Source: an optimization exercise on an open RTL-to-GDS flow (aim: small area). Production flows keep margins and buffers that such runs may drop.
Function was checked by simulation only, so behaviour that the tests miss may differ from the original.

==> flow/design.v (outline; a module is shown in full before it is edited, if it fits) <==
// module rom_addr_generate: 47 lines
// module ROM5_omega: 266 lines
// module s4p1_5: 18 lines
// module b4_unit_david: 37 lines
// module bkadd: 28 lines
// module pipe_line_b4_top_5: 36 lines
// module cmul: 1045 lines
// module fft_r4_stage5: 19 lines
module fft_r4_stage5(clk, rst, enable, data_in, data_out);
  // ...
==> flow/run.sh <==
#!/bin/bash
# synth_recipe.tcl (not shown) runs the flow's synth.tcl, then flattens the netlist and writes it again
# the make line also repeats each setting of config.mk as NAME=value (left out here)
make -C /OpenROAD-flow-scripts/flow DESIGN_CONFIG=/design/flow/config.mk WORK_HOME=/design/flow/orfs CLKGATE_MAP_FILE= SYNTH_SCRIPT=/design/flow/synth_recipe.tcl finish
==> flow/config.mk <==
export PLATFORM = sky130hd
export DESIGN_NAME = fft_r4_stage5
export DESIGN_NICKNAME = fft_r4_stage5
export VERILOG_FILES = /design/flow/design.v
export SDC_FILE = /design/flow/constraint.sdc
export NUM_CORES = 4
export LEC_CHECK = 0
export ABC_AREA = 1
export CAP_MARGIN = 20
export CORE_MARGIN = 2
export CORE_UTILIZATION = 40
export SLEW_MARGIN = 20
export SYNTH_MEMORY_MAX_BITS = 32768
==> flow/constraint.sdc <==
create_clock -name core_clock -period 7.0 [get_ports {clk}]
set_input_delay 1.4000 -clock core_clock [delete_from_list [all_inputs] [get_ports {clk}]]
set_output_delay 1.4000 -clock core_clock [all_outputs]
set_load 0.01 [all_outputs]
==> reports/results.txt, run 1 <==
hold slack: 406.8 ps
Post-Syn Nets: 5918
arrival time at the worst endpoint: 6970 ps
Routed met1 length: 53440 um
final net count: 5896
largest net degree at the start of global routing: 100
multi-input combinational area share: 57.61%
Syn-to-layout area delta: 9.279%
largest area contributor in the netlist: edfxtp_1
Hold Crit Start: dp.bf.m1r[20]
initial core utilization: 40.28%
via count: 35.23k
RSZ-0062 raised after global routing: false
most frequent cells in the layout: nand2_1 (1139), inv_1 (763), xor2_1 (351), o21ai_0 (330), nor2_1 (314)
fraction of area in registers: 24.77%
CP endpoint kind: flip-flop
IO Pins: 67
outcome: finished clean
most frequent CP cell: inv_1
fin area: 45490 um2
final setup margin: 407.7 ps
Die W: 326.6 um
Reg2Reg Depth: 23
f_max: 151.7 MHz
Post-synth top flop: edfxtp_1
Period minus WS final: 6592 ps
Crit Path Max Fanout: 10
==> module rom_addr_generate, before the edit <==
module rom_addr_generate(clk, rst, enable, slot, valid, wr, wi);
  input clk, rst;
  input enable;
  output [1:0] slot;             
  output valid;
  output reg signed [9:0] wr;
  output reg signed [8:0] wi;
  reg [11:0] c;
  reg fresh, vld;
  assign slot = c[1:0];
  assign valid = vld | (c[2:0] == 3'b010);
  wire special = fresh && (c[2:0] == 3'b110);
  wire [1:0] k = {c[1], c[0] | special};
  wire [7:0] m = c[11:4];
  wire [9:0] r = {2'b00, m[1:0], m[3:2], m[5:4], m[7:6]};
  wire [9:0] e = (k[0] ? r : 10'd0) + (k[1] ? {r[8:0], 1'b0} : 10'd0);
  wire [7:0] tc, ts;
  ROM5_omega tab(.j(e[7:0]), .c(tc), .s(ts));
  reg signed [9:0] nwr;
  reg signed [8:0] nwi;
  always @(*) begin
    case (e[9:8])
      2'd0: begin nwr = {2'b00, tc};  nwi = -$signed({1'b0, ts}); end
      2'd1: begin nwr = -$signed({2'b00, ts}); nwi = -$signed({1'b0, tc}); end
      2'd2: begin nwr = -$signed({2'b00, tc}); nwi = {1'b0, ts}; end
      default: begin nwr = {2'b00, ts}; nwi = {1'b0, tc}; end
    endcase
    if (k == 2'd0) begin nwr = 10'sd256; nwi = 9'sd0; end
  end
  always @(posedge clk or negedge rst) begin
    if (!rst) begin
      c <= 12'd4052;             
      fresh <= 1'b1;
      vld <= 1'b0;
    end else if (enable) begin
      c <= c + 12'd1;
      if (c[2:0] == 3'b110) fresh <= 1'b0;
      if (c[2:0] == 3'b010) vld <= 1'b1;
    end
  end
  always @(posedge clk) begin
    if (enable) begin
      wr <= nwr;
      wi <= nwi;
    end
  end
endmodule
==> module ROM5_omega, before the edit <==
module ROM5_omega(j, c, s);
  input  [7:0] j;
  output reg [7:0] c;
  output reg [7:0] s;
  always @(*) begin
    case (j)
      8'd0: begin c = 8'd255; s = 8'd0; end
      8'd1: begin c = 8'd254; s = 8'd1; end
      8'd2: begin c = 8'd254; s = 8'd3; end
      8'd3: begin c = 8'd254; s = 8'd4; end
      8'd4: begin c = 8'd254; s = 8'd6; end
      8'd5: begin c = 8'd254; s = 8'd7; end
      8'd6: begin c = 8'd254; s = 8'd9; end
      8'd7: begin c = 8'd254; s = 8'd10; end
      8'd8: begin c = 8'd254; s = 8'd12; end
      8'd9: begin c = 8'd254; s = 8'd14; end
      8'd10: begin c = 8'd254; s = 8'd15; end
      8'd11: begin c = 8'd254; s = 8'd17; end
      8'd12: begin c = 8'd254; s = 8'd18; end
      8'd13: begin c = 8'd254; s = 8'd20; end
      8'd14: begin c = 8'd254; s = 8'd21; end
      8'd15: begin c = 8'd253; s = 8'd23; end
      8'd16: begin c = 8'd253; s = 8'd24; end
      8'd17: begin c = 8'd253; s = 8'd26; end
      8'd18: begin c = 8'd253; s = 8'd28; end
      8'd19: begin c = 8'd253; s = 8'd29; end
      8'd20: begin c = 8'd253; s = 8'd31; end
      8'd21: begin c = 8'd252; s = 8'd32; end
      8'd22: begin c = 8'd252; s = 8'd34; end
      8'd23: begin c = 8'd252; s = 8'd35; end
      8'd24: begin c = 8'd252; s = 8'd37; end
      8'd25: begin c = 8'd252; s = 8'd38; end
      8'd26: begin c = 8'd251; s = 8'd40; end
      8'd27: begin c = 8'd251; s = 8'd42; end
      8'd28: begin c = 8'd251; s = 8'd43; end
      8'd29: begin c = 8'd250; s = 8'd45; end
      8'd30: begin c = 8'd250; s = 8'd46; end
      8'd31: begin c = 8'd250; s = 8'd48; end
      8'd32: begin c = 8'd250; s = 8'd49; end
      8'd33: begin c = 8'd249; s = 8'd51; end
      8'd34: begin c = 8'd249; s = 8'd52; end
      8'd35: begin c = 8'd249; s = 8'd54; end
      8'd36: begin c = 8'd248; s = 8'd55; end
      8'd37: begin c = 8'd248; s = 8'd57; end
      8'd38: begin c = 8'd248; s = 8'd58; end
      8'd39: begin c = 8'd247; s = 8'd60; end
      8'd40: begin c = 8'd247; s = 8'd61; end
      8'd41: begin c = 8'd246; s = 8'd63; end
      8'd42: begin c = 8'd246; s = 8'd64; end
      8'd43: begin c = 8'd246; s = 8'd66; end
      8'd44: begin c = 8'd245; s = 8'd68; end
      8'd45: begin c = 8'd245; s = 8'd69; end
      8'd46: begin c = 8'd244; s = 8'd71; end
      8'd47: begin c = 8'd244; s = 8'd72; end
      8'd48: begin c = 8'd244; s = 8'd74; end
      8'd49: begin c = 8'd243; s = 8'd75; end
      8'd50: begin c = 8'd243; s = 8'd77; end
      8'd51: begin c = 8'd242; s = 8'd78; end
      8'd52: begin c = 8'd242; s = 8'd79; end
      8'd53: begin c = 8'd241; s = 8'd81; end
      8'd54: begin c = 8'd241; s = 8'd82; end
      8'd55: begin c = 8'd240; s = 8'd84; end
      8'd56: begin c = 8'd240; s = 8'd85; end
      8'd57: begin c = 8'd239; s = 8'd87; end
      8'd58: begin c = 8'd239; s = 8'd88; end
      8'd59: begin c = 8'd238; s = 8'd90; end
      8'd60: begin c = 8'd237; s = 8'd91; end
      8'd61: begin c = 8'd237; s = 8'd93; end
      8'd62: begin c = 8'd236; s = 8'd94; end
      8'd63: begin c = 8'd236; s = 8'd96; end
      8'd64: begin c = 8'd235; s = 8'd97; end
      8'd65: begin c = 8'd234; s = 8'd99; end
      8'd66: begin c = 8'd234; s = 8'd100; end
      8'd67: begin c = 8'd233; s = 8'd101; end
      8'd68: begin c = 8'd233; s = 8'd103; end
      8'd69: begin c = 8'd232; s = 8'd104; end
      8'd70: begin c = 8'd231; s = 8'd106; end
      8'd71: begin c = 8'd231; s = 8'd107; end
      8'd72: begin c = 8'd230; s = 8'd109; end
      8'd73: begin c = 8'd229; s = 8'd110; end
      8'd74: begin c = 8'd229; s = 8'd111; end
      8'd75: begin c = 8'd228; s = 8'd113; end
      8'd76: begin c = 8'd227; s = 8'd114; end
      8'd77: begin c = 8'd227; s = 8'd116; end
      8'd78: begin c = 8'd226; s = 8'd117; end
      8'd79: begin c = 8'd225; s = 8'd118; end
      8'd80: begin c = 8'd224; s = 8'd120; end
      8'd81: begin c = 8'd224; s = 8'd121; end
      8'd82: begin c = 8'd223; s = 8'd122; end
      8'd83: begin c = 8'd222; s = 8'd124; end
      8'd84: begin c = 8'd221; s = 8'd125; end
      8'd85: begin c = 8'd221; s = 8'd127; end
      8'd86: begin c = 8'd220; s = 8'd128; end
      8'd87: begin c = 8'd219; s = 8'd129; end
      8'd88: begin c = 8'd218; s = 8'd131; end
      8'd89: begin c = 8'd217; s = 8'd132; end
      8'd90: begin c = 8'd217; s = 8'd133; end
      8'd91: begin c = 8'd216; s = 8'd135; end
      8'd92: begin c = 8'd215; s = 8'd136; end
      8'd93: begin c = 8'd214; s = 8'd137; end
      8'd94: begin c = 8'd213; s = 8'd139; end
      8'd95: begin c = 8'd212; s = 8'd140; end
      8'd96: begin c = 8'd212; s = 8'd141; end
      8'd97: begin c = 8'd211; s = 8'd142; end
      8'd98: begin c = 8'd210; s = 8'd144; end
      8'd99: begin c = 8'd209; s = 8'd145; end
      8'd100: begin c = 8'd208; s = 8'd146; end
      8'd101: begin c = 8'd207; s = 8'd148; end
      8'd102: begin c = 8'd206; s = 8'd149; end
      8'd103: begin c = 8'd205; s = 8'd150; end
      8'd104: begin c = 8'd204; s = 8'd151; end
      8'd105: begin c = 8'd203; s = 8'd153; end
      8'd106: begin c = 8'd202; s = 8'd154; end
      8'd107: begin c = 8'd201; s = 8'd155; end
      8'd108: begin c = 8'd201; s = 8'd156; end
      8'd109: begin c = 8'd200; s = 8'd158; end
      8'd110: begin c = 8'd199; s = 8'd159; end
      8'd111: begin c = 8'd198; s = 8'd160; end
      8'd112: begin c = 8'd197; s = 8'd161; end
      8'd113: begin c = 8'd196; s = 8'd162; end
      8'd114: begin c = 8'd195; s = 8'd164; end
      8'd115: begin c = 8'd194; s = 8'd165; end
      8'd116: begin c = 8'd193; s = 8'd166; end
      8'd117: begin c = 8'd192; s = 8'd167; end
      8'd118: begin c = 8'd191; s = 8'd168; end
      8'd119: begin c = 8'd189; s = 8'd170; end
      8'd120: begin c = 8'd188; s = 8'd171; end
      8'd121: begin c = 8'd187; s = 8'd172; end
      8'd122: begin c = 8'd186; s = 8'd173; end
      8'd123: begin c = 8'd185; s = 8'd174; end
      8'd124: begin c = 8'd184; s = 8'd175; end
      8'd125: begin c = 8'd183; s = 8'd176; end
      8'd126: begin c = 8'd182; s = 8'd178; end
      8'd127: begin c = 8'd181; s = 8'd179; end
      8'd128: begin c = 8'd180; s = 8'd180; end
      8'd129: begin c = 8'd179; s = 8'd181; end
      8'd130: begin c = 8'd178; s = 8'd182; end
      8'd131: begin c = 8'd176; s = 8'd183; end
      8'd132: begin c = 8'd175; s = 8'd184; end
      8'd133: begin c = 8'd174; s = 8'd185; end
      8'd134: begin c = 8'd173; s = 8'd186; end
      8'd135: begin c = 8'd172; s = 8'd187; end
      8'd136: begin c = 8'd171; s = 8'd188; end
      8'd137: begin c = 8'd170; s = 8'd189; end
      8'd138: begin c = 8'd168; s = 8'd191; end
      8'd139: begin c = 8'd167; s = 8'd192; end
      8'd140: begin c = 8'd166; s = 8'd193; end
      8'd141: begin c = 8'd165; s = 8'd194; end
      8'd142: begin c = 8'd164; s = 8'd195; end
      8'd143: begin c = 8'd162; s = 8'd196; end
      8'd144: begin c = 8'd161; s = 8'd197; end
      8'd145: begin c = 8'd160; s = 8'd198; end
      8'd146: begin c = 8'd159; s = 8'd199; end
      8'd147: begin c = 8'd158; s = 8'd200; end
      8'd148: begin c = 8'd156; s = 8'd201; end
      8'd149: begin c = 8'd155; s = 8'd201; end
      8'd150: begin c = 8'd154; s = 8'd202; end
      8'd151: begin c = 8'd153; s = 8'd203; end
      8'd152: begin c = 8'd151; s = 8'd204; end
      8'd153: begin c = 8'd150; s = 8'd205; end
      8'd154: begin c = 8'd149; s = 8'd206; end
      8'd155: begin c = 8'd148; s = 8'd207; end
      8'd156: begin c = 8'd146; s = 8'd208; end
      8'd157: begin c = 8'd145; s = 8'd209; end
      8'd158: begin c = 8'd144; s = 8'd210; end
      8'd159: begin c = 8'd142; s = 8'd211; end
      8'd160: begin c = 8'd141; s = 8'd212; end
      8'd161: begin c = 8'd140; s = 8'd212; end
      8'd162: begin c = 8'd139; s = 8'd213; end
      8'd163: begin c = 8'd137; s = 8'd214; end
      8'd164: begin c = 8'd136; s = 8'd215; end
      8'd165: begin c = 8'd135; s = 8'd216; end
      8'd166: begin c = 8'd133; s = 8'd217; end
      8'd167: begin c = 8'd132; s = 8'd217; end
      8'd168: begin c = 8'd131; s = 8'd218; end
      8'd169: begin c = 8'd129; s = 8'd219; end
      8'd170: begin c = 8'd128; s = 8'd220; end
      8'd171: begin c = 8'd127; s = 8'd221; end
      8'd172: begin c = 8'd125; s = 8'd221; end
      8'd173: begin c = 8'd124; s = 8'd222; end
      8'd174: begin c = 8'd122; s = 8'd223; end
      8'd175: begin c = 8'd121; s = 8'd224; end
      8'd176: begin c = 8'd120; s = 8'd224; end
      8'd177: begin c = 8'd118; s = 8'd225; end
      8'd178: begin c = 8'd117; s = 8'd226; end
      8'd179: begin c = 8'd116; s = 8'd227; end
      8'd180: begin c = 8'd114; s = 8'd227; end
      8'd181: begin c = 8'd113; s = 8'd228; end
      8'd182: begin c = 8'd111; s = 8'd229; end
      8'd183: begin c = 8'd110; s = 8'd229; end
      8'd184: begin c = 8'd109; s = 8'd230; end
      8'd185: begin c = 8'd107; s = 8'd231; end
      8'd186: begin c = 8'd106; s = 8'd231; end
      8'd187: begin c = 8'd104; s = 8'd232; end
      8'd188: begin c = 8'd103; s = 8'd233; end
      8'd189: begin c = 8'd101; s = 8'd233; end
      8'd190: begin c = 8'd100; s = 8'd234; end
      8'd191: begin c = 8'd99; s = 8'd234; end
      8'd192: begin c = 8'd97; s = 8'd235; end
      8'd193: begin c = 8'd96; s = 8'd236; end
      8'd194: begin c = 8'd94; s = 8'd236; end
      8'd195: begin c = 8'd93; s = 8'd237; end
      8'd196: begin c = 8'd91; s = 8'd237; end
      8'd197: begin c = 8'd90; s = 8'd238; end
      8'd198: begin c = 8'd88; s = 8'd239; end
      8'd199: begin c = 8'd87; s = 8'd239; end
      8'd200: begin c = 8'd85; s = 8'd240; end
      8'd201: begin c = 8'd84; s = 8'd240; end
      8'd202: begin c = 8'd82; s = 8'd241; end
      8'd203: begin c = 8'd81; s = 8'd241; end
      8'd204: begin c = 8'd79; s = 8'd242; end
      8'd205: begin c = 8'd78; s = 8'd242; end
      8'd206: begin c = 8'd77; s = 8'd243; end
      8'd207: begin c = 8'd75; s = 8'd243; end
      8'd208: begin c = 8'd74; s = 8'd244; end
      8'd209: begin c = 8'd72; s = 8'd244; end
      8'd210: begin c = 8'd71; s = 8'd244; end
      8'd211: begin c = 8'd69; s = 8'd245; end
      8'd212: begin c = 8'd68; s = 8'd245; end
      8'd213: begin c = 8'd66; s = 8'd246; end
      8'd214: begin c = 8'd64; s = 8'd246; end
      8'd215: begin c = 8'd63; s = 8'd246; end
      8'd216: begin c = 8'd61; s = 8'd247; end
      8'd217: begin c = 8'd60; s = 8'd247; end
      8'd218: begin c = 8'd58; s = 8'd248; end
      8'd219: begin c = 8'd57; s = 8'd248; end
      8'd220: begin c = 8'd55; s = 8'd248; end
      8'd221: begin c = 8'd54; s = 8'd249; end
      8'd222: begin c = 8'd52; s = 8'd249; end
      8'd223: begin c = 8'd51; s = 8'd249; end
      8'd224: begin c = 8'd49; s = 8'd250; end
      8'd225: begin c = 8'd48; s = 8'd250; end
      8'd226: begin c = 8'd46; s = 8'd250; end
      8'd227: begin c = 8'd45; s = 8'd250; end
      8'd228: begin c = 8'd43; s = 8'd251; end
      8'd229: begin c = 8'd42; s = 8'd251; end
      8'd230: begin c = 8'd40; s = 8'd251; end
      8'd231: begin c = 8'd38; s = 8'd252; end
      8'd232: begin c = 8'd37; s = 8'd252; end
      8'd233: begin c = 8'd35; s = 8'd252; end
      8'd234: begin c = 8'd34; s = 8'd252; end
      8'd235: begin c = 8'd32; s = 8'd252; end
      8'd236: begin c = 8'd31; s = 8'd253; end
      8'd237: begin c = 8'd29; s = 8'd253; end
      8'd238: begin c = 8'd28; s = 8'd253; end
      8'd239: begin c = 8'd26; s = 8'd253; end
      8'd240: begin c = 8'd24; s = 8'd253; end
      8'd241: begin c = 8'd23; s = 8'd253; end
      8'd242: begin c = 8'd21; s = 8'd254; end
      8'd243: begin c = 8'd20; s = 8'd254; end
      8'd244: begin c = 8'd18; s = 8'd254; end
      8'd245: begin c = 8'd17; s = 8'd254; end
      8'd246: begin c = 8'd15; s = 8'd254; end
      8'd247: begin c = 8'd14; s = 8'd254; end
      8'd248: begin c = 8'd12; s = 8'd254; end
      8'd249: begin c = 8'd10; s = 8'd254; end
      8'd250: begin c = 8'd9; s = 8'd254; end
      8'd251: begin c = 8'd7; s = 8'd254; end
      8'd252: begin c = 8'd6; s = 8'd254; end
      8'd253: begin c = 8'd4; s = 8'd254; end
      8'd254: begin c = 8'd3; s = 8'd254; end
      8'd255: begin c = 8'd1; s = 8'd254; end
      default: begin c = 8'd0; s = 8'd0; end
    endcase
  end
endmodule
==> module bkadd, before the edit <==
module bkadd(a, b, cin, s);
  parameter N = 25;
  input [N-1:0] a, b;
  input cin;
  output [N-1:0] s;
  parameter L = 5;                  
  wire [N-1:0] g [0:L];
  wire [N-1:0] p [0:L];
  wire [N-1:0] p0 = a ^ b;
  assign g[0] = (a & b) | {{(N-1){1'b0}}, p0[0] & cin};
  assign p[0] = p0;
  genvar l, i;
  generate
    for (l = 0; l < L; l = l + 1) begin : lv
      for (i = 0; i < N; i = i + 1) begin : bt
        if ((i >> l) & 1) begin : cmb
          localparam integer J = ((i >> l) << l) - 1;
          assign g[l+1][i] = g[l][i] | (p[l][i] & g[l][J]);
          assign p[l+1][i] = p[l][i] & p[l][J];
        end else begin : pass
          assign g[l+1][i] = g[l][i];
          assign p[l+1][i] = p[l][i];
        end
      end
    end
  endgenerate
  assign s = p0 ^ {g[L][N-2:0], cin};
endmodule
==> module pipe_line_b4_top_5, before the edit <==
module pipe_line_b4_top_5(clk, rst, enable, slot, valid, x, wr, wi, data_out);
  input clk, rst, enable;
  input [1:0] slot;              
  input valid;
  input [31:0] x;
  input [9:0] wr;
  input [8:0] wi;
  output [31:0] data_out;
  wire [24:0] pr, pi;
  cmul mul(.xr(x[31:16]), .xi(x[15:0]), .wr(wr), .wi(wi),
           .bias(slot == 2'd1), .pr(pr), .pi(pi));
  reg [24:0] ppr, ppi;
  always @(posedge clk) begin
    if (enable) begin
      ppr <= pr; ppi <= pi;
    end
  end
  wire [1:0] bslot = slot - 2'd2;     
  wire [24:0] zr, zi;
  b4_unit_david bf(.clk(clk), .enable(enable), .slot(bslot),
                   .pr(ppr), .pi(ppi), .zr(zr), .zi(zi));
  wire [31:0] z = {zr[24:9], zi[24:9]};
  reg [31:0] hr, dout;
  assign data_out = dout;
  wire sb = (bslot == 2'd1);
  always @(posedge clk or negedge rst) begin
    if (!rst) begin
      dout <= 0;
    end else if (enable) begin
      dout <= valid ? (sb ? z : hr) : 32'd0;
    end
  end
  always @(posedge clk) begin
    if (enable && !sb) hr <= z;
  end
endmodule
==> module fft_r4_stage5, before the edit <==
module fft_r4_stage5(clk, rst, enable, data_in, data_out);
  input clk;
  input rst;
  input enable;
  input  [31:0] data_in;
  output [31:0] data_out;
  wire [1:0] slot;
  wire valid;
  wire [9:0] wr;
  wire [8:0] wi;
  wire [31:0] x;
  rom_addr_generate tw(.clk(clk), .rst(rst), .enable(enable),
                       .slot(slot), .valid(valid), .wr(wr), .wi(wi));
  s4p1_5 #(32) dly(.clk(clk), .rst(rst), .enable(enable),
                   .data_in(data_in), .data_out(x));
  pipe_line_b4_top_5 dp(.clk(clk), .rst(rst), .enable(enable), .slot(slot),
                        .valid(valid), .x(x), .wr(wr), .wi(wi),
                        .data_out(data_out));
endmodule
==> inputs of run 2 (changes only) <==
--- a/flow/design.v
+++ b/flow/design.v
@@ -2,3 +2,3 @@
 `timescale 1ns/1ps
-module rom_addr_generate(clk, rst, enable, slot, valid, wr, wi);
+module rom_addr_generate(clk, rst, enable, slot, valid, mr, nr, mi, ni);
   input clk, rst;
@@ -7,4 +7,6 @@
   output valid;
-  output reg signed [9:0] wr;
-  output reg signed [8:0] wi;
+  output reg [8:0] mr;
+  output reg nr;
+  output reg [7:0] mi;
+  output reg ni;
   reg [11:0] c;
@@ -18,15 +20,10 @@
   wire [9:0] e = (k[0] ? r : 10'd0) + (k[1] ? {r[8:0], 1'b0} : 10'd0);
+  wire hi = e[7] & (e[6:0] != 7'd0);
+  wire [7:0] jo = hi ? 8'd0 - e[7:0] : e[7:0];
   wire [7:0] tc, ts;
-  ROM5_omega tab(.j(e[7:0]), .c(tc), .s(ts));
-  reg signed [9:0] nwr;
-  reg signed [8:0] nwi;
-  always @(*) begin
-    case (e[9:8])
-      2'd0: begin nwr = {2'b00, tc};  nwi = -$signed({1'b0, ts}); end
-      2'd1: begin nwr = -$signed({2'b00, ts}); nwi = -$signed({1'b0, tc}); end
-      2'd2: begin nwr = -$signed({2'b00, tc}); nwi = {1'b0, ts}; end
-      default: begin nwr = {2'b00, ts}; nwi = {1'b0, tc}; end
-    endcase
-    if (k == 2'd0) begin nwr = 10'sd256; nwi = 9'sd0; end
-  end
+  ROM5_omega tab(.j(jo), .c(tc), .s(ts));
+  wire [7:0] qc = hi ? ts : tc;            
+  wire [7:0] qs = hi ? tc : ts;            
+  wire q1 = (e[9:8] == 2'd1);
+  wire kz = (k == 2'd0);
   always @(posedge clk or negedge rst) begin
@@ -44,4 +41,6 @@
     if (enable) begin
-      wr <= nwr;
-      wi <= nwi;
+      mr <= kz ? 9'd256 : {1'b0, q1 ? qs : qc};
+      nr <= ~kz & (e[9:8] != 2'd0);
+      mi <= kz ? 8'd0 : (q1 ? qc : qs);
+      ni <= e[9:8] != 2'd2;
     end
@@ -186,129 +185,2 @@
       8'd128: begin c = 8'd180; s = 8'd180; end
-      8'd129: begin c = 8'd179; s = 8'd181; end
-      8'd130: begin c = 8'd178; s = 8'd182; end
-      8'd131: begin c = 8'd176; s = 8'd183; end
-      8'd132: begin c = 8'd175; s = 8'd184; end
-      8'd133: begin c = 8'd174; s = 8'd185; end
-      8'd134: begin c = 8'd173; s = 8'd186; end
-      8'd135: begin c = 8'd172; s = 8'd187; end
-      8'd136: begin c = 8'd171; s = 8'd188; end
-      8'd137: begin c = 8'd170; s = 8'd189; end
-      8'd138: begin c = 8'd168; s = 8'd191; end
-      8'd139: begin c = 8'd167; s = 8'd192; end
-      8'd140: begin c = 8'd166; s = 8'd193; end
-      8'd141: begin c = 8'd165; s = 8'd194; end
-      8'd142: begin c = 8'd164; s = 8'd195; end
-      8'd143: begin c = 8'd162; s = 8'd196; end
-      8'd144: begin c = 8'd161; s = 8'd197; end
-      8'd145: begin c = 8'd160; s = 8'd198; end
-      8'd146: begin c = 8'd159; s = 8'd199; end
-      8'd147: begin c = 8'd158; s = 8'd200; end
-      8'd148: begin c = 8'd156; s = 8'd201; end
-      8'd149: begin c = 8'd155; s = 8'd201; end
-      8'd150: begin c = 8'd154; s = 8'd202; end
-      8'd151: begin c = 8'd153; s = 8'd203; end
-      8'd152: begin c = 8'd151; s = 8'd204; end
-      8'd153: begin c = 8'd150; s = 8'd205; end
-      8'd154: begin c = 8'd149; s = 8'd206; end
-      8'd155: begin c = 8'd148; s = 8'd207; end
-      8'd156: begin c = 8'd146; s = 8'd208; end
-      8'd157: begin c = 8'd145; s = 8'd209; end
-      8'd158: begin c = 8'd144; s = 8'd210; end
-      8'd159: begin c = 8'd142; s = 8'd211; end
-      8'd160: begin c = 8'd141; s = 8'd212; end
-      8'd161: begin c = 8'd140; s = 8'd212; end
-      8'd162: begin c = 8'd139; s = 8'd213; end
-      8'd163: begin c = 8'd137; s = 8'd214; end
-      8'd164: begin c = 8'd136; s = 8'd215; end
-      8'd165: begin c = 8'd135; s = 8'd216; end
-      8'd166: begin c = 8'd133; s = 8'd217; end
-      8'd167: begin c = 8'd132; s = 8'd217; end
-      8'd168: begin c = 8'd131; s = 8'd218; end
-      8'd169: begin c = 8'd129; s = 8'd219; end
-      8'd170: begin c = 8'd128; s = 8'd220; end
-      8'd171: begin c = 8'd127; s = 8'd221; end
-      8'd172: begin c = 8'd125; s = 8'd221; end
-      8'd173: begin c = 8'd124; s = 8'd222; end
-      8'd174: begin c = 8'd122; s = 8'd223; end
-      8'd175: begin c = 8'd121; s = 8'd224; end
-      8'd176: begin c = 8'd120; s = 8'd224; end
-      8'd177: begin c = 8'd118; s = 8'd225; end
-      8'd178: begin c = 8'd117; s = 8'd226; end
-      8'd179: begin c = 8'd116; s = 8'd227; end
-      8'd180: begin c = 8'd114; s = 8'd227; end
-      8'd181: begin c = 8'd113; s = 8'd228; end
-      8'd182: begin c = 8'd111; s = 8'd229; end
-      8'd183: begin c = 8'd110; s = 8'd229; end
-      8'd184: begin c = 8'd109; s = 8'd230; end
-      8'd185: begin c = 8'd107; s = 8'd231; end
-      8'd186: begin c = 8'd106; s = 8'd231; end
-      8'd187: begin c = 8'd104; s = 8'd232; end
-      8'd188: begin c = 8'd103; s = 8'd233; end
-      8'd189: begin c = 8'd101; s = 8'd233; end
-      8'd190: begin c = 8'd100; s = 8'd234; end
-      8'd191: begin c = 8'd99; s = 8'd234; end
-      8'd192: begin c = 8'd97; s = 8'd235; end
-      8'd193: begin c = 8'd96; s = 8'd236; end
-      8'd194: begin c = 8'd94; s = 8'd236; end
-      8'd195: begin c = 8'd93; s = 8'd237; end
-      8'd196: begin c = 8'd91; s = 8'd237; end
-      8'd197: begin c = 8'd90; s = 8'd238; end
-      8'd198: begin c = 8'd88; s = 8'd239; end
-      8'd199: begin c = 8'd87; s = 8'd239; end
-      8'd200: begin c = 8'd85; s = 8'd240; end
-      8'd201: begin c = 8'd84; s = 8'd240; end
-      8'd202: begin c = 8'd82; s = 8'd241; end
-      8'd203: begin c = 8'd81; s = 8'd241; end
-      8'd204: begin c = 8'd79; s = 8'd242; end
-      8'd205: begin c = 8'd78; s = 8'd242; end
-      8'd206: begin c = 8'd77; s = 8'd243; end
-      8'd207: begin c = 8'd75; s = 8'd243; end
-      8'd208: begin c = 8'd74; s = 8'd244; end
-      8'd209: begin c = 8'd72; s = 8'd244; end
-      8'd210: begin c = 8'd71; s = 8'd244; end
-      8'd211: begin c = 8'd69; s = 8'd245; end
-      8'd212: begin c = 8'd68; s = 8'd245; end
-      8'd213: begin c = 8'd66; s = 8'd246; end
-      8'd214: begin c = 8'd64; s = 8'd246; end
-      8'd215: begin c = 8'd63; s = 8'd246; end
-      8'd216: begin c = 8'd61; s = 8'd247; end
-      8'd217: begin c = 8'd60; s = 8'd247; end
-      8'd218: begin c = 8'd58; s = 8'd248; end
-      8'd219: begin c = 8'd57; s = 8'd248; end
-      8'd220: begin c = 8'd55; s = 8'd248; end
-      8'd221: begin c = 8'd54; s = 8'd249; end
-      8'd222: begin c = 8'd52; s = 8'd249; end
-      8'd223: begin c = 8'd51; s = 8'd249; end
-      8'd224: begin c = 8'd49; s = 8'd250; end
-      8'd225: begin c = 8'd48; s = 8'd250; end
-      8'd226: begin c = 8'd46; s = 8'd250; end
-      8'd227: begin c = 8'd45; s = 8'd250; end
-      8'd228: begin c = 8'd43; s = 8'd251; end
-      8'd229: begin c = 8'd42; s = 8'd251; end
-      8'd230: begin c = 8'd40; s = 8'd251; end
-      8'd231: begin c = 8'd38; s = 8'd252; end
-      8'd232: begin c = 8'd37; s = 8'd252; end
-      8'd233: begin c = 8'd35; s = 8'd252; end
-      8'd234: begin c = 8'd34; s = 8'd252; end
-      8'd235: begin c = 8'd32; s = 8'd252; end
-      8'd236: begin c = 8'd31; s = 8'd253; end
-      8'd237: begin c = 8'd29; s = 8'd253; end
-      8'd238: begin c = 8'd28; s = 8'd253; end
-      8'd239: begin c = 8'd26; s = 8'd253; end
-      8'd240: begin c = 8'd24; s = 8'd253; end
-      8'd241: begin c = 8'd23; s = 8'd253; end
-      8'd242: begin c = 8'd21; s = 8'd254; end
-      8'd243: begin c = 8'd20; s = 8'd254; end
-      8'd244: begin c = 8'd18; s = 8'd254; end
-      8'd245: begin c = 8'd17; s = 8'd254; end
-      8'd246: begin c = 8'd15; s = 8'd254; end
-      8'd247: begin c = 8'd14; s = 8'd254; end
-      8'd248: begin c = 8'd12; s = 8'd254; end
-      8'd249: begin c = 8'd10; s = 8'd254; end
-      8'd250: begin c = 8'd9; s = 8'd254; end
-      8'd251: begin c = 8'd7; s = 8'd254; end
-      8'd252: begin c = 8'd6; s = 8'd254; end
-      8'd253: begin c = 8'd4; s = 8'd254; end
-      8'd254: begin c = 8'd3; s = 8'd254; end
-      8'd255: begin c = 8'd1; s = 8'd254; end
       default: begin c = 8'd0; s = 8'd0; end
@@ -378,27 +250,76 @@
   parameter N = 25;
-  input [N-1:0] a, b;
+  parameter L = 5;
+  input [24:0] a, b;
   input cin;
-  output [N-1:0] s;
-  parameter L = 5;                  
-  wire [N-1:0] g [0:L];
-  wire [N-1:0] p [0:L];
-  wire [N-1:0] p0 = a ^ b;
-  assign g[0] = (a & b) | {{(N-1){1'b0}}, p0[0] & cin};
-  assign p[0] = p0;
-  genvar l, i;
-  generate
-    for (l = 0; l < L; l = l + 1) begin : lv
-      for (i = 0; i < N; i = i + 1) begin : bt
-        if ((i >> l) & 1) begin : cmb
-          localparam integer J = ((i >> l) << l) - 1;
-          assign g[l+1][i] = g[l][i] | (p[l][i] & g[l][J]);
-          assign p[l+1][i] = p[l][i] & p[l][J];
-        end else begin : pass
-          assign g[l+1][i] = g[l][i];
-          assign p[l+1][i] = p[l][i];
-        end
-      end
-    end
-  endgenerate
-  assign s = p0 ^ {g[L][N-2:0], cin};
+  output [24:0] s;
+  wire [24:0] p0 = a ^ b;
+  wire [24:0] g0 = a & b;
+  wire gc0 = g0[0] | (p0[0] & cin);
+  wire gg0 = g0[1] | (p0[1] & gc0); wire pp0 = p0[1] & p0[0];
+  wire gg1 = g0[3] | (p0[3] & g0[2]); wire pp1 = p0[3] & p0[2];
+  wire gg2 = g0[5] | (p0[5] & g0[4]); wire pp2 = p0[5] & p0[4];
+  wire gg3 = g0[7] | (p0[7] & g0[6]); wire pp3 = p0[7] & p0[6];
+  wire gg4 = g0[9] | (p0[9] & g0[8]); wire pp4 = p0[9] & p0[8];
+  wire gg5 = g0[11] | (p0[11] & g0[10]); wire pp5 = p0[11] & p0[10];
+  wire gg6 = g0[13] | (p0[13] & g0[12]); wire pp6 = p0[13] & p0[12];
+  wire gg7 = g0[15] | (p0[15] & g0[14]); wire pp7 = p0[15] & p0[14];
+  wire gg8 = g0[17] | (p0[17] & g0[16]); wire pp8 = p0[17] & p0[16];
+  wire gg9 = g0[19] | (p0[19] & g0[18]); wire pp9 = p0[19] & p0[18];
+  wire gg10 = g0[21] | (p0[21] & g0[20]); wire pp10 = p0[21] & p0[20];
+  wire gg11 = g0[23] | (p0[23] & g0[22]); wire pp11 = p0[23] & p0[22];
+  wire gg12 = gg1 | (pp1 & gg0); wire pp12 = pp1 & pp0;
+  wire gg13 = gg3 | (pp3 & gg2); wire pp13 = pp3 & pp2;
+  wire gg14 = gg5 | (pp5 & gg4); wire pp14 = pp5 & pp4;
+  wire gg15 = gg7 | (pp7 & gg6); wire pp15 = pp7 & pp6;
+  wire gg16 = gg9 | (pp9 & gg8); wire pp16 = pp9 & pp8;
+  wire gg17 = gg11 | (pp11 & gg10); wire pp17 = pp11 & pp10;
+  wire gg18 = gg13 | (pp13 & gg12); wire pp18 = pp13 & pp12;
+  wire gg19 = gg15 | (pp15 & gg14); wire pp19 = pp15 & pp14;
+  wire gg20 = gg17 | (pp17 & gg16); wire pp20 = pp17 & pp16;
+  wire gg21 = gg19 | (pp19 & gg18); wire pp21 = pp19 & pp18;
+  wire gg22 = gg20 | (pp20 & gg21); wire pp22 = pp20 & pp21;
+  wire gg23 = gg14 | (pp14 & gg18); wire pp23 = pp14 & pp18;
+  wire gg24 = gg16 | (pp16 & gg21); wire pp24 = pp16 & pp21;
+  wire gg25 = gg2 | (pp2 & gg12); wire pp25 = pp2 & pp12;
+  wire gg26 = gg4 | (pp4 & gg18); wire pp26 = pp4 & pp18;
+  wire gg27 = gg6 | (pp6 & gg23); wire pp27 = pp6 & pp23;
+  wire gg28 = gg8 | (pp8 & gg21); wire pp28 = pp8 & pp21;
+  wire gg29 = gg10 | (pp10 & gg24); wire pp29 = pp10 & pp24;
+  wire gg30 = g0[2] | (p0[2] & gg0); wire pp30 = p0[2] & pp0;
+  wire gg31 = g0[4] | (p0[4] & gg12); wire pp31 = p0[4] & pp12;
+  wire gg32 = g0[6] | (p0[6] & gg25); wire pp32 = p0[6] & pp25;
+  wire gg33 = g0[8] | (p0[8] & gg18); wire pp33 = p0[8] & pp18;
+  wire gg34 = g0[10] | (p0[10] & gg26); wire pp34 = p0[10] & pp26;
+  wire gg35 = g0[12] | (p0[12] & gg23); wire pp35 = p0[12] & pp23;
+  wire gg36 = g0[14] | (p0[14] & gg27); wire pp36 = p0[14] & pp27;
+  wire gg37 = g0[16] | (p0[16] & gg21); wire pp37 = p0[16] & pp21;
+  wire gg38 = g0[18] | (p0[18] & gg28); wire pp38 = p0[18] & pp28;
+  wire gg39 = g0[20] | (p0[20] & gg24); wire pp39 = p0[20] & pp24;
+  wire gg40 = g0[22] | (p0[22] & gg29); wire pp40 = p0[22] & pp29;
+  wire gg41 = g0[24] | (p0[24] & gg22); wire pp41 = p0[24] & pp22;
+  assign s[0] = p0[0] ^ cin;
+  assign s[1] = p0[1] ^ gc0;
+  assign s[2] = p0[2] ^ gg0;
+  assign s[3] = p0[3] ^ gg30;
+  assign s[4] = p0[4] ^ gg12;
+  assign s[5] = p0[5] ^ gg31;
+  assign s[6] = p0[6] ^ gg25;
+  assign s[7] = p0[7] ^ gg32;
+  assign s[8] = p0[8] ^ gg18;
+  assign s[9] = p0[9] ^ gg33;
+  assign s[10] = p0[10] ^ gg26;
+  assign s[11] = p0[11] ^ gg34;
+  assign s[12] = p0[12] ^ gg23;
+  assign s[13] = p0[13] ^ gg35;
+  assign s[14] = p0[14] ^ gg27;
+  assign s[15] = p0[15] ^ gg36;
+  assign s[16] = p0[16] ^ gg21;
+  assign s[17] = p0[17] ^ gg37;
+  assign s[18] = p0[18] ^ gg28;
+  assign s[19] = p0[19] ^ gg38;
+  assign s[20] = p0[20] ^ gg24;
+  assign s[21] = p0[21] ^ gg39;
+  assign s[22] = p0[22] ^ gg29;
+  assign s[23] = p0[23] ^ gg40;
+  assign s[24] = p0[24] ^ gg22;
 endmodule
@@ -406,3 +327,3 @@
 `timescale 1ns/1ps
-module pipe_line_b4_top_5(clk, rst, enable, slot, valid, x, wr, wi, data_out);
+module pipe_line_b4_top_5(clk, rst, enable, slot, valid, x, mr, nr, mi, ni, data_out);
   input clk, rst, enable;
@@ -411,7 +332,9 @@
   input [31:0] x;
-  input [9:0] wr;
-  input [8:0] wi;
+  input [8:0] mr;               
+  input nr;
+  input [7:0] mi;
+  input ni;
   output [31:0] data_out;
   wire [24:0] pr, pi;
-  cmul mul(.xr(x[31:16]), .xi(x[15:0]), .wr(wr), .wi(wi),
+  cmul mul(.xr(x[31:16]), .xi(x[15:0]), .mr(mr), .nr(nr), .mi(mi), .ni(ni),
            .bias(slot == 2'd1), .pr(pr), .pi(pi));
@@ -442,11 +365,13 @@
 endmodule
-module cmul(xr, xi, wr, wi, bias, pr, pi);
+module cmul(xr, xi, mr, nr, mi, ni, bias, pr, pi);
   input [15:0] xr, xi;
-  input [9:0] wr;
-  input [8:0] wi;
+  input [8:0] mr;
+  input nr;
+  input [7:0] mi;
+  input ni;
   input bias;
   output [24:0] pr, pi;
-  wire r_0 = wr[0] ^ 1'b0;
-  wire r_1 = (wr[1] & ~wr[0] & ~1'b0) | (~wr[1] & wr[0] & 1'b0);
-  wire r_2 = wr[1];
+  wire r_0 = mr[0] ^ 1'b0;
+  wire r_1 = (mr[1] & ~mr[0] & ~1'b0) | (~mr[1] & mr[0] & 1'b0);
+  wire r_2 = mr[1] ^ nr;
   wire r_3 = ((r_0 & xr[0]) | (r_1 & 1'b0)) ^ r_2;
@@ -469,5 +394,5 @@
   wire r_20 = ~r_19;
-  wire r_21 = wr[2] ^ wr[1];
-  wire r_22 = (wr[3] & ~wr[2] & ~wr[1]) | (~wr[3] & wr[2] & wr[1]);
-  wire r_23 = wr[3];
+  wire r_21 = mr[2] ^ mr[1];
+  wire r_22 = (mr[3] & ~mr[2] & ~mr[1]) | (~mr[3] & mr[2] & mr[1]);
+  wire r_23 = mr[3] ^ nr;
   wire r_24 = ((r_21 & xr[0]) | (r_22 & 1'b0)) ^ r_23;
@@ -490,5 +415,5 @@
   wire r_41 = ~r_40;
-  wire r_42 = wr[4] ^ wr[3];
-  wire r_43 = (wr[5] & ~wr[4] & ~wr[3]) | (~wr[5] & wr[4] & wr[3]);
-  wire r_44 = wr[5];
+  wire r_42 = mr[4] ^ mr[3];
+  wire r_43 = (mr[5] & ~mr[4] & ~mr[3]) | (~mr[5] & mr[4] & mr[3]);
+  wire r_44 = mr[5] ^ nr;
   wire r_45 = ((r_42 & xr[0]) | (r_43 & 1'b0)) ^ r_44;
@@ -511,5 +436,5 @@
   wire r_62 = ~r_61;
-  wire r_63 = wr[6] ^ wr[5];
-  wire r_64 = (wr[7] & ~wr[6] & ~wr[5]) | (~wr[7] & wr[6] & wr[5]);
-  wire r_65 = wr[7];
+  wire r_63 = mr[6] ^ mr[5];
+  wire r_64 = (mr[7] & ~mr[6] & ~mr[5]) | (~mr[7] & mr[6] & mr[5]);
+  wire r_65 = mr[7] ^ nr;
   wire r_66 = ((r_63 & xr[0]) | (r_64 & 1'b0)) ^ r_65;
@@ -532,5 +457,5 @@
   wire r_83 = ~r_82;
-  wire r_84 = wr[8] ^ wr[7];
-  wire r_85 = (wr[9] & ~wr[8] & ~wr[7]) | (~wr[9] & wr[8] & wr[7]);
-  wire r_86 = wr[9];
+  wire r_84 = mr[8] ^ mr[7];
+  wire r_85 = (1'b0 & ~mr[8] & ~mr[7]) | (~1'b0 & mr[8] & mr[7]);
+  wire r_86 = 1'b0 ^ nr;
   wire r_87 = ((r_84 & xr[0]) | (r_85 & 1'b0)) ^ r_86;
@@ -553,5 +478,5 @@
   wire r_104 = ~r_103;
-  wire r_105 = wi[0] ^ 1'b0;
-  wire r_106 = (wi[1] & ~wi[0] & ~1'b0) | (~wi[1] & wi[0] & 1'b0);
-  wire r_107 = ~wi[1];
+  wire r_105 = mi[0] ^ 1'b0;
+  wire r_106 = (mi[1] & ~mi[0] & ~1'b0) | (~mi[1] & mi[0] & 1'b0);
+  wire r_107 = ~(mi[1] ^ ni);
   wire r_108 = ((r_105 & xi[0]) | (r_106 & 1'b0)) ^ r_107;
@@ -574,5 +499,5 @@
   wire r_125 = ~r_124;
-  wire r_126 = wi[2] ^ wi[1];
-  wire r_127 = (wi[3] & ~wi[2] & ~wi[1]) | (~wi[3] & wi[2] & wi[1]);
-  wire r_128 = ~wi[3];
+  wire r_126 = mi[2] ^ mi[1];
+  wire r_127 = (mi[3] & ~mi[2] & ~mi[1]) | (~mi[3] & mi[2] & mi[1]);
+  wire r_128 = ~(mi[3] ^ ni);
   wire r_129 = ((r_126 & xi[0]) | (r_127 & 1'b0)) ^ r_128;
@@ -595,5 +520,5 @@
   wire r_146 = ~r_145;
-  wire r_147 = wi[4] ^ wi[3];
-  wire r_148 = (wi[5] & ~wi[4] & ~wi[3]) | (~wi[5] & wi[4] & wi[3]);
-  wire r_149 = ~wi[5];
+  wire r_147 = mi[4] ^ mi[3];
+  wire r_148 = (mi[5] & ~mi[4] & ~mi[3]) | (~mi[5] & mi[4] & mi[3]);
+  wire r_149 = ~(mi[5] ^ ni);
   wire r_150 = ((r_147 & xi[0]) | (r_148 & 1'b0)) ^ r_149;
@@ -616,5 +541,5 @@
   wire r_167 = ~r_166;
-  wire r_168 = wi[6] ^ wi[5];
-  wire r_169 = (wi[7] & ~wi[6] & ~wi[5]) | (~wi[7] & wi[6] & wi[5]);
-  wire r_170 = ~wi[7];
+  wire r_168 = mi[6] ^ mi[5];
+  wire r_169 = (mi[7] & ~mi[6] & ~mi[5]) | (~mi[7] & mi[6] & mi[5]);
+  wire r_170 = ~(mi[7] ^ ni);
   wire r_171 = ((r_168 & xi[0]) | (r_169 & 1'b0)) ^ r_170;
@@ -637,5 +562,5 @@
   wire r_188 = ~r_187;
-  wire r_189 = wi[8] ^ wi[7];
-  wire r_190 = (wi[8] & ~wi[8] & ~wi[7]) | (~wi[8] & wi[8] & wi[7]);
-  wire r_191 = ~wi[8];
+  wire r_189 = 1'b0 ^ mi[7];
+  wire r_190 = (1'b0 & ~1'b0 & ~mi[7]) | (~1'b0 & 1'b0 & mi[7]);
+  wire r_191 = ~(1'b0 ^ ni);
   wire r_192 = ((r_189 & xi[0]) | (r_190 & 1'b0)) ^ r_191;
@@ -967,5 +892,5 @@
   bkadd #(25) fpr(.a({r_515,r_513,r_511,r_509,r_507,r_505,r_503,r_501,r_499,r_497,r_495,r_493,r_491,r_489,r_487,r_485,r_483,r_481,r_479,r_477,r_475,r_473,r_471,r_469,r_468}), .b({r_516,r_514,r_512,r_510,r_508,r_506,r_504,r_502,r_500,r_498,r_496,r_494,r_492,r_490,r_488,r_486,r_484,r_482,r_480,r_478,r_476,r_474,r_472,r_470,r_107}), .cin(1'b0), .s(pr));
-  wire i_0 = wi[0] ^ 1'b0;
-  wire i_1 = (wi[1] & ~wi[0] & ~1'b0) | (~wi[1] & wi[0] & 1'b0);
-  wire i_2 = wi[1];
+  wire i_0 = mi[0] ^ 1'b0;
+  wire i_1 = (mi[1] & ~mi[0] & ~1'b0) | (~mi[1] & mi[0] & 1'b0);
+  wire i_2 = mi[1] ^ ni;
   wire i_3 = ((i_0 & xr[0]) | (i_1 & 1'b0)) ^ i_2;
@@ -988,5 +913,5 @@
   wire i_20 = ~i_19;
-  wire i_21 = wi[2] ^ wi[1];
-  wire i_22 = (wi[3] & ~wi[2] & ~wi[1]) | (~wi[3] & wi[2] & wi[1]);
-  wire i_23 = wi[3];
+  wire i_21 = mi[2] ^ mi[1];
+  wire i_22 = (mi[3] & ~mi[2] & ~mi[1]) | (~mi[3] & mi[2] & mi[1]);
+  wire i_23 = mi[3] ^ ni;
   wire i_24 = ((i_21 & xr[0]) | (i_22 & 1'b0)) ^ i_23;
@@ -1009,5 +934,5 @@
   wire i_41 = ~i_40;
-  wire i_42 = wi[4] ^ wi[3];
-  wire i_43 = (wi[5] & ~wi[4] & ~wi[3]) | (~wi[5] & wi[4] & wi[3]);
-  wire i_44 = wi[5];
+  wire i_42 = mi[4] ^ mi[3];
+  wire i_43 = (mi[5] & ~mi[4] & ~mi[3]) | (~mi[5] & mi[4] & mi[3]);
+  wire i_44 = mi[5] ^ ni;
   wire i_45 = ((i_42 & xr[0]) | (i_43 & 1'b0)) ^ i_44;
@@ -1030,5 +955,5 @@
   wire i_62 = ~i_61;
-  wire i_63 = wi[6] ^ wi[5];
-  wire i_64 = (wi[7] & ~wi[6] & ~wi[5]) | (~wi[7] & wi[6] & wi[5]);
-  wire i_65 = wi[7];
+  wire i_63 = mi[6] ^ mi[5];
+  wire i_64 = (mi[7] & ~mi[6] & ~mi[5]) | (~mi[7] & mi[6] & mi[5]);
+  wire i_65 = mi[7] ^ ni;
   wire i_66 = ((i_63 & xr[0]) | (i_64 & 1'b0)) ^ i_65;
@@ -1051,5 +976,5 @@
   wire i_83 = ~i_82;
-  wire i_84 = wi[8] ^ wi[7];
-  wire i_85 = (wi[8] & ~wi[8] & ~wi[7]) | (~wi[8] & wi[8] & wi[7]);
-  wire i_86 = wi[8];
+  wire i_84 = 1'b0 ^ mi[7];
+  wire i_85 = (1'b0 & ~1'b0 & ~mi[7]) | (~1'b0 & 1'b0 & mi[7]);
+  wire i_86 = 1'b0 ^ ni;
   wire i_87 = ((i_84 & xr[0]) | (i_85 & 1'b0)) ^ i_86;
@@ -1072,5 +997,5 @@
   wire i_104 = ~i_103;
-  wire i_105 = wr[0] ^ 1'b0;
-  wire i_106 = (wr[1] & ~wr[0] & ~1'b0) | (~wr[1] & wr[0] & 1'b0);
-  wire i_107 = wr[1];
+  wire i_105 = mr[0] ^ 1'b0;
+  wire i_106 = (mr[1] & ~mr[0] & ~1'b0) | (~mr[1] & mr[0] & 1'b0);
+  wire i_107 = mr[1] ^ nr;
   wire i_108 = ((i_105 & xi[0]) | (i_106 & 1'b0)) ^ i_107;
@@ -1093,5 +1018,5 @@
   wire i_125 = ~i_124;
-  wire i_126 = wr[2] ^ wr[1];
-  wire i_127 = (wr[3] & ~wr[2] & ~wr[1]) | (~wr[3] & wr[2] & wr[1]);
-  wire i_128 = wr[3];
+  wire i_126 = mr[2] ^ mr[1];
+  wire i_127 = (mr[3] & ~mr[2] & ~mr[1]) | (~mr[3] & mr[2] & mr[1]);
+  wire i_128 = mr[3] ^ nr;
   wire i_129 = ((i_126 & xi[0]) | (i_127 & 1'b0)) ^ i_128;
@@ -1114,5 +1039,5 @@
   wire i_146 = ~i_145;
-  wire i_147 = wr[4] ^ wr[3];
-  wire i_148 = (wr[5] & ~wr[4] & ~wr[3]) | (~wr[5] & wr[4] & wr[3]);
-  wire i_149 = wr[5];
+  wire i_147 = mr[4] ^ mr[3];
+  wire i_148 = (mr[5] & ~mr[4] & ~mr[3]) | (~mr[5] & mr[4] & mr[3]);
+  wire i_149 = mr[5] ^ nr;
   wire i_150 = ((i_147 & xi[0]) | (i_148 & 1'b0)) ^ i_149;
@@ -1135,5 +1060,5 @@
   wire i_167 = ~i_166;
-  wire i_168 = wr[6] ^ wr[5];
-  wire i_169 = (wr[7] & ~wr[6] & ~wr[5]) | (~wr[7] & wr[6] & wr[5]);
-  wire i_170 = wr[7];
+  wire i_168 = mr[6] ^ mr[5];
+  wire i_169 = (mr[7] & ~mr[6] & ~mr[5]) | (~mr[7] & mr[6] & mr[5]);
+  wire i_170 = mr[7] ^ nr;
   wire i_171 = ((i_168 & xi[0]) | (i_169 & 1'b0)) ^ i_170;
@@ -1156,5 +1081,5 @@
   wire i_188 = ~i_187;
-  wire i_189 = wr[8] ^ wr[7];
-  wire i_190 = (wr[9] & ~wr[8] & ~wr[7]) | (~wr[9] & wr[8] & wr[7]);
-  wire i_191 = wr[9];
+  wire i_189 = mr[8] ^ mr[7];
+  wire i_190 = (1'b0 & ~mr[8] & ~mr[7]) | (~1'b0 & mr[8] & mr[7]);
+  wire i_191 = 1'b0 ^ nr;
   wire i_192 = ((i_189 & xi[0]) | (i_190 & 1'b0)) ^ i_191;
@@ -1497,7 +1422,10 @@
   wire valid;
-  wire [9:0] wr;
-  wire [8:0] wi;
+  wire [8:0] mr;
+  wire nr;
+  wire [7:0] mi;
+  wire ni;
   wire [31:0] x;
   rom_addr_generate tw(.clk(clk), .rst(rst), .enable(enable),
-                       .slot(slot), .valid(valid), .wr(wr), .wi(wi));
+                       .slot(slot), .valid(valid),
+                       .mr(mr), .nr(nr), .mi(mi), .ni(ni));
   s4p1_5 #(32) dly(.clk(clk), .rst(rst), .enable(enable),
@@ -1505,3 +1433,4 @@
   pipe_line_b4_top_5 dp(.clk(clk), .rst(rst), .enable(enable), .slot(slot),
-                        .valid(valid), .x(x), .wr(wr), .wi(wi),
+                        .valid(valid), .x(x),
+                        .mr(mr), .nr(nr), .mi(mi), .ni(ni),
                         .data_out(data_out));
==> run 2 against run 1 <==
  * Core utilization about the same
  * Clock-buffer cell count rose by 1
  * Register-to-register slack about the same
  * Synthesized cell count down 12%
  * Global-route usage down 1.1 points
  * Wire length down 10%
  * Sequential share of layout area up 0.88 points
  * Non-clock buffer count increased by 1
==> reports/results.txt, run 2 <==
via count: 31.24k (was 35.23k)
row count: 116 (was 118)
iteration-0 DRC count of the detailed router: 2851 (was 2947)
final net count: 5298 (was 5896)
Syn-to-layout area delta: 9.633% (was 9.279%)
Hold Crit Start: dp.bf.m1r[14] (was dp.bf.m1r[20])
vias in the first global route: 31.42k (was 33.93k)
Period minus WS final: 6597 ps (was 6592 ps)
Reg2Reg Setup Slack: 400 ps (was 410 ps)
clock tree buffer depth: 3 (unchanged)
commonest non-fill, non-tap cell in the layout: nand2_1 (unchanged)
core area: 99710 um2 (was 103300 um2)
Synth Register Bits: 393 (unchanged)
Critical-path top delay cell: fa_1 (unchanged)
max_cap viols: 0 (unchanged)
reg-to-reg endpoint: dp.ppr[23] (was dp.ppi[23])
Tot GR Track Use: 21.42% (was 22.53%)
final setup skew: 26.68 ps (was 18.54 ps)
hold endpoint: dp.bf.m2r[14] (was dp.bf.m2r[20])
IO Pins: 67 (unchanged)
CTS sink count: 393 (unchanged)
post-synthesis cell type count: 53 (was 60)
post-synth top area share: 21.21% (was 20.41%)
hold depth: 0 (unchanged)
Via density: 5.247 (was 5.271)
Mapped Cells: 4645 (was 5288)
Final Hold Viols: 0 (unchanged)
Worst-path clk slew: 60 ps (about the same)
global placement routability congestion: 0.9435 (was 0.9606)
Die ar.: 102700 um2 (was 106700 um2)
wire per inst: 18.30 um (was 18.12 um)
setup bufs post-CTS: 0 (unchanged)
Reg-to-Reg Start: tw.mr[1] (was tw.wr[5])
Area contributors post-synth: edfxtp_1 (21%), fa_1 (18%), ha_1 (9.2%) (was edfxtp_1 (20%), fa_1 (14%), nand2_1 (10%))
startpoint types: flip-flop (unchanged)
Setup CP Type: flip-flop to flip-flop (unchanged)
most frequent cells after synthesis: nand2_1 (793), inv_1 (698), xor2_1 (372), fa_1 (351), o21ai_0 (337) (was nand2_1 (1139), inv_1 (764), xor2_1 (351), o21ai_0 (337), nor2_1 (315))
DP HPWL: 81090 um (was 90080 um)
clk latency of the worst-skew pair: 630 ps (was 640 ps)
FFs w/ async S/R, synth: 27.99% (unchanged)
sequential share of the synthesized area: 28.11% (was 27.05%)
# hold bufs at CTS: 0 (unchanged)
IO Port Bufs: 66 (unchanged)
router iterations before antenna repair: 5 (was 6)
Ys Warns: 5 (was 6)
total wire length: 109000 um (was 121100 um)
CP endpoint kind: flip-flop (unchanged)
ANT cells: 0 (unchanged)
Tcrit/Tclk final: 94.24% (was 94.18%)
CTS tree: done (unchanged)
Clk Tree Root Cell: clkbuf_16 (unchanged)
Least-Margin Pin Slew: 1096 ps (was 997.0 ps)
f_max: 151.6 MHz (was 151.7 MHz)
Post-Syn Nets: 5325 (was 5918)
Reg2Reg Depth: 25 (was 23)
die height: 320.5 um (was 326.6 um)
max incr delay on CP: 570 ps (was 500 ps)
most frequent CP cell: fa_1 (was inv_1)
initial core utilization: 40.19% (was 40.28%)
most frequent cells in the layout: nand2_1 (793), inv_1 (696), xor2_1 (370), fa_1 (351), o21ai_0 (337) (was nand2_1 (1139), inv_1 (763), xor2_1 (351), o21ai_0 (330), nor2_1 (314))
share of cells above drive strength 1: 6.336% (was 5.863%)
largest net degree at the start of global routing: 86 (was 100)
antenna-violating nets left: 0 (unchanged)
CP required: 7370 ps (was 7380 ps)
total number of H-tree levels: 2 (unchanged)
Crit Path Max Fanout: 21 (was 10)
initial antenna violation count: 0 (was 2)
fin. max-slew vios: 0 (unchanged)
remaining global-route overflow: 0 (unchanged)
largest area contributor in the netlist: edfxtp_1 (unchanged)
most numerous cell in the Yosys netlist: nand2_1 (unchanged)
arrival time at the worst endpoint: 6960 ps (was 6970 ps)
Slew HR: 26.39% (was 33.53%)
synthesized cell area: 40070 um2 (was 41630 um2)
Post-synth EDFFs: 283 (unchanged)
CTS Buf Count: 46 (was 48)
first-pass GRT wire length: 175000 um (was 190100 um)
Post-synth top flop: edfxtp_1 (unchanged)
cts repair resizes: 0 (unchanged)
Setup violations, final: 0 (unchanged)
setup TNS: 0 ps (unchanged)
DRC viols: 0 (unchanged)
outcome: finished clean (unchanged)
Hold Path Class: flip-flop to flip-flop (unchanged)
Die W: 320.5 um (was 326.6 um)
syn avg cell area: 8.627 um2 (was 7.872 um2)
RSZ-0062 raised after global routing: false (unchanged)
==> run 2: changes by cell type after synthesis, sizes merged, moves of 41 or more <==
cell,delta
clkbuf,+41
fa,+66
inv,-75
nand2,-346
nand3,-134
nor2,-100
==> run 2: final cells by class <==
| type | count | area (um2) |
|---|---|---|
| clock buffer | 69 | 1350 |
| fill | 9676 | 55780 |
| clock inverter | 17 | 229.0 |
| inverter | 730 | 2744 |
| tap | 1298 | 1624 |
| timing repair buffer | 185 | 1580 |
| sequential | 393 | 11270 |
| multi-input combinational | 3262 | 25140 |
==> run 2: worst max-delay path by stage <==
stage,start,end,slack [ps],depth (start not counted)
after floorplan,tw.ni,dp.ppi[23],430,31
after global placement,dp.ppr[0],dp.dout[13],500,29
after detailed placement,dp.ppr[0],dp.dout[13],370,29
after CTS,dp.ppr[0],dp.dout[13],390,29
after global routing,tw.ni,dp.ppi[23],7,30
final,tw.mr[1],dp.ppr[23],400,25
==> run 2: critical path, delay by kind of cell, from the launching register on <==
kind	cells	cell delay, ps
buf+inv	3	320
simple gates	6	610
fa+ha+maj	7	2980
xor+xnor	2	310
flops	1	490
compound gates	7	1630
==> run 2: cells by family after synthesis <==
logic type | count (synthesis) | synth area share (%)
mux | 1 | 0.02498
buf+inv | 990 | 9.467
simple gates | 1275 | 13.20
fa+ha+maj | 645 | 26.72
xor+xnor | 435 | 9.545
flops | 393 | 28.11
compound gates | 906 | 12.94
==> run 2: metal layers <==
layer | wire (um) | up-vias | track usage (%)
met5 | 0 | - | 0
li1 | - | 15010 | -
met3 | 6984 | 220 | 2.532
met1 | 48780 | 14910 | 29.90
met4 | 3412 | 0 | 6.771
met2 | 49790 | 1105 | 34.71
==> run 2: metrics by stage <==
stage / std cells / setup WS [ps] / area (um2) / hold WS [ps] / util, %
2_1_floorplan: 4645 / 434.5 / 40070 / 400.3 / -
3_3_place_gp: 5868 / 498.2 / 42330 / 400.6 / 42.45
3_5_place_dp: 5868 / 373.1 / 42330 / 404.5 / 42.45
4_1_cts: 5954 / 389.8 / 43910 / 407.0 / 44.03
5_1_grt: 5954 / 6.521 / 43930 / 423.0 / 44.06
6_report: 5954 / 402.9 / 43930 / 415.3 / 44.06

[separate check: timing with driven ports]
Ports are ideal in the flow. The routed layouts listed here were re-timed in OpenROAD. Step 1 (the two cells are an assumption about what drives the block):
set clk [get_ports {clk}]
set_driving_cell -lib_cell sky130_fd_sc_hd__clkbuf_16 $clk
set_driving_cell -lib_cell sky130_fd_sc_hd__buf_2 [delete_from_list [all_inputs] $clk]
Step 2 times the ports against the registers' clock, not the clock port: input delays grow and output delays shrink by t, the midpoint of the rising clock arrivals with the driver on. a / b / c = ideal / step 1 / step 2; a / b = the first two.
| run | t (ns) | slack for setup (ns) | hold slack, ns | worst register clock-pin slew, ns |
|---|---|---|---|---|
| run 1 | 0.702 | 0.408 / 0.408 / 0.408 | 0.407 / 0.407 / 0.407 | 0.07 / 0.07 |
| run 2 | 0.682 | 0.403 / 0.403 / 0.403 | 0.415 / 0.415 / 0.415 | 0.08 / 0.08 |
After both steps every run listed still meets setup and hold.
